Background: an optimization exercise with open tools, aiming at small area, a short achievable clock period and few clock cycles per item. Do not read the settings as production practice. RTL that was checked went through simulation tests only; none was proved equivalent to the original. Power and IR drop assume default switching activity.

// RGB2YUV
module RGB2YUV (start, clk, rst_n, inportR, inportG, inportB, done, outportY, outportU, outportV);
export LEC_CHECK = 0
export CAP_MARGIN = 20
export CORE_MARGIN = 2
export CORE_UTILIZATION = 55
export SETUP_SLACK_MARGIN = 5
export SLEW_MARGIN = 20
export SYNTH_HIERARCHICAL = 1
export SYNTH_MINIMUM_KEEP_SIZE = 0
create_clock -name core_clock -period 10.0 [get_ports {clk}]
standard.sh (not shown) runs the stock make flow with config.mk's settings and CLKGATE_MAP_FILE= SYNTH_SCRIPT=/design/flow/synth_recipe.tcl, a recipe that flattens the netlist after the stock synthesis.
==> flow/flow/run.sh <==
#!/bin/bash
# The standard layout, except that the port buffers are sky130_fd_sc_hd__buf_1
# cells rather than ORFS's default delay buffers. Each run's output goes to its own log.
set -euo pipefail
export BUFFER_PORTS_ARGS="-buffer_cell sky130_fd_sc_hd__buf_1"
bash standard.sh synth > synth.log 2>&1
bash standard.sh > layout.log 2>&1
Testbench counts at the start, summed over its fixed seeds: cycles 3,208, items 3,200.
Change:
--- a/flow/flow/run.sh
+++ b/flow/flow/run.sh
@@ -3 +3,2 @@
-# cells rather than ORFS's default delay buffers. Each run's output goes to its own log.
+# cells rather than ORFS's default delay buffers, and timing repair aims for
+# 5.5 ns of setup slack. Each run's output goes to its own log.
@@ -5,0 +7 @@
+export SETUP_SLACK_MARGIN=5.5
Settings changed: SETUP_SLACK_MARGIN 5 to unset.
Result: Worst setup slack improves by 0.44 ns; synthesized area stays the same; die area is unchanged; global-route usage climbs by 0.81 points; design area grows by 3.7%; routed wire length increases by 3.7%; register-to-register slack gets better by 0.03 ns; worst hold slack got worse by 0.012 ns; first-iteration DRC count rose by 2.5%.
Change:
==> flow/run.sh (new file) <==
#!/bin/bash
# synth_recipe.tcl (not shown) runs the flow's synth.tcl, then flattens the netlist and writes it again
# the make line also repeats each setting of config.mk as NAME=value (left out here)
make -C /OpenROAD-flow-scripts/flow DESIGN_CONFIG=/design/flow/config.mk WORK_HOME=/design/flow/orfs CLKGATE_MAP_FILE= SYNTH_SCRIPT=/design/flow/synth_recipe.tcl finish
Settings changed: SETUP_SLACK_MARGIN set to 5.
removed: flow/flow/run.sh
removed: flow/standard.sh
Result:
- The new run completed without violations
- design area goes up by 1.2%
- combinational power goes up by about 10%
- synthesized cell count does not change
- flip-flop and latch count is unchanged
- setup slack got worse by 0.38 ns
- hold slack improved by 0.026 ns
Change:
==> flow/flow/run.sh (new file) <==
#!/bin/bash
# The standard layout (standard.sh), except that the port buffers are
# sky130_fd_sc_hd__buf_1 cells rather than ORFS's default delay buffers, and timing
# repair aims for 5.5 ns of setup slack. Each run's output goes to its own log.
set -euo pipefail
export BUFFER_PORTS_ARGS="-buffer_cell sky130_fd_sc_hd__buf_1"
export SETUP_SLACK_MARGIN=5.5
bash standard.sh synth > synth.log 2>&1
bash standard.sh > layout.log 2>&1
==> flow/standard.sh (new file) <==
#!/bin/bash
# synth_recipe.tcl (not shown) runs the flow's synth.tcl, then flattens the netlist and writes it again
# the make line also repeats each setting of config.mk as NAME=value (left out here)
make -C /OpenROAD-flow-scripts/flow DESIGN_CONFIG=/design/flow/config.mk WORK_HOME=/design/flow/orfs CLKGATE_MAP_FILE= SYNTH_SCRIPT=/design/flow/synth_recipe.tcl "${@:-finish}"
Settings changed: CORE_UTILIZATION 55 to 75, SETUP_SLACK_MARGIN 5 to unset.
removed: flow/run.sh
- first-iteration DRC count is higher by 63%
- routed wire length is higher by 15%
- worst setup slack gets better by 0.28 ns
- flip-flop and latch count does not change
- final cell count is lower by about 2.2%
- die area is lower by 26%
- power is lower by 4.0%
- area after synthesis stays the same

* * *

RGB2YUV, a different RTL version from the one above (not shown whole).
For scale: roughly 440 cells after synthesis, ~27 flip-flops, roughly 58 I/O pins, about 5100 µm² of cells after synthesis.
Settings: LEC_CHECK=0, CAP_MARGIN=20, CORE_MARGIN=2, CORE_UTILIZATION=70, SETUP_SLACK_MARGIN=5, SLEW_MARGIN=20, SYNTH_HIERARCHICAL=1, SYNTH_MINIMUM_KEEP_SIZE=0; clock period 10.0 ns.
run.sh (not shown) runs the stock make flow with config.mk's settings and CLKGATE_MAP_FILE= SYNTH_SCRIPT=/design/flow/synth_recipe.tcl, a recipe that flattens the netlist after the stock synthesis.
Stock flow here: none of the scripts above is used.
The first run stopped in global routing (DPL-0038).
Testbench counts at the start, summed over its fixed seeds: cycles 3,208, items 3,200.
==> next run, changes <==
--- a/flow/config.mk
+++ b/flow/config.mk
@@ -10,2 +10,2 @@
-export CORE_UTILIZATION = 70
-export SETUP_SLACK_MARGIN = 5
+export CORE_UTILIZATION = 55
+export SETUP_SLACK_MARGIN = 4
=>
- With this change the flow produced a clean layout
- synthesized area is unchanged
- synthesized cell count is unchanged
==> next run, changes <==
--- a/flow/config.mk
+++ b/flow/config.mk
@@ -10,2 +10,2 @@
-export CORE_UTILIZATION = 55
-export SETUP_SLACK_MARGIN = 4
+export CORE_UTILIZATION = 70
+export SETUP_SLACK_MARGIN = 3
What happened:
- The new run produced a clean layout
- maximum frequency went down by 11%
- worst setup slack degrades by 0.76 ns
- total power grows by 1.3%
- cell area came out lower by 2.1%
- first-iteration DRC count is higher by 61%
- via count went up by 4.3%
- count of clock-buffer cells in the layout is unchanged
- routed wire length is higher by 4.0%
- synthesized area is unchanged
- register-to-register slack is about the same
==> next run, changes <==
--- a/flow/config.mk
+++ b/flow/config.mk
@@ -10,2 +10,2 @@
-export CORE_UTILIZATION = 70
-export SETUP_SLACK_MARGIN = 3
+export CORE_UTILIZATION = 55
+export SETUP_SLACK_MARGIN = 4.5
The new run passed the timing, design-rule and antenna checks. Utilization drops by 11 points. Combinational power climbs by about 9%. Cell area rises by 11%. Critical path depth stays the same. Sequential power stays flat. Cell count increases by 10%. Routed wire length went up by 3.6%. Total power rises by 8.4%. Flip-flop and latch count is unchanged. Non-clock buffer count is higher by 49. Clock skew does not change.

* * *

v42:
RGB2YUV, a different RTL version from the one above (not shown whole).
For scale: roughly 27 flip-flops, about 4800 µm² of cells after synthesis.
export LEC_CHECK = 0
export CAP_MARGIN = 20
export CORE_MARGIN = 2
export CORE_UTILIZATION = 40
export SLEW_MARGIN = 20
export SYNTH_HIERARCHICAL = 1
export SYNTH_MINIMUM_KEEP_SIZE = 0
create_clock -name core_clock -period 10.0 [get_ports {clk}]
v42: full flow OK, the timing, design-rule and antenna checks passed
[inputs] v30 vs v42
- SETUP_SLACK_MARGIN: unset -> 5
- CORE_UTILIZATION: 40 -> 70
Routed wire in v30 totals more than in v42.
Per the comparison of v30 with v42, number of standard cells in the layout, taps in and fillers out now sits lower, share of cells above drive strength 1 climbed 34 points, routed via count moved up, power shows an increase of 0.00042 W.
Input-level comparison between v34 and v30:
- setting PLACE_DENSITY to 0.9 for the first time
- changing CORE_UTILIZATION from 70 to 85
### Flow results
- Of v30 and v34, only v34 fails to reach the end of the flow.
- v34 -> v30: parity-gate share of the synthesized area counting xor and xnor cells delta 0, exact match
- Delta (v34 minus v30): site row count moved down, starting density of the core saw an increase.
No run of this note included a check of the RTL's function; only the layout flow was run.

-- re-timing with driven ports --
Ports are ideal in the flow. The routed layouts listed here were re-timed in OpenROAD.
Step 1 assumes that a clkbuf_16 drives the clock port and a buf_2 every other input.
Step 2, shift: input delay + t, output delay - t, t = (earliest + latest rising clock arrival at the registers) / 2. This alone moves slack from input paths to output paths.
Three values: ideal ports, drivers, drivers and shift; two values: the first two.
run	t, ns	setup WS [ns]	pins driven straight from the clock port
the first run of note 1	0.335	5.061 / 5.071 / 4.736	1
the second run of note 1	0.335	5.502 / 5.486 / 5.151	1
the third run of note 1	0.342	5.119 / 5.136 / 4.794	1
the fourth run of note 1	0.339	5.396 / 5.387 / 5.048	1
the second run of note 2	0.307	4.109 / 4.115 / 3.808	1
the third run of note 2	0.294	3.344 / 3.349 / 3.054	1
the fourth run of note 2	0.309	4.440 / 4.408 / 4.099	1
v42	0.311	2.512 / 2.513 / 2.201	1
v30	0.315	3.641 / 3.602 / 3.287	1
After both steps every run listed still meets setup and hold. The setup slack of v30, which loses most, moves by -0.039 ns with the drivers and by -0.354 ns with both steps.
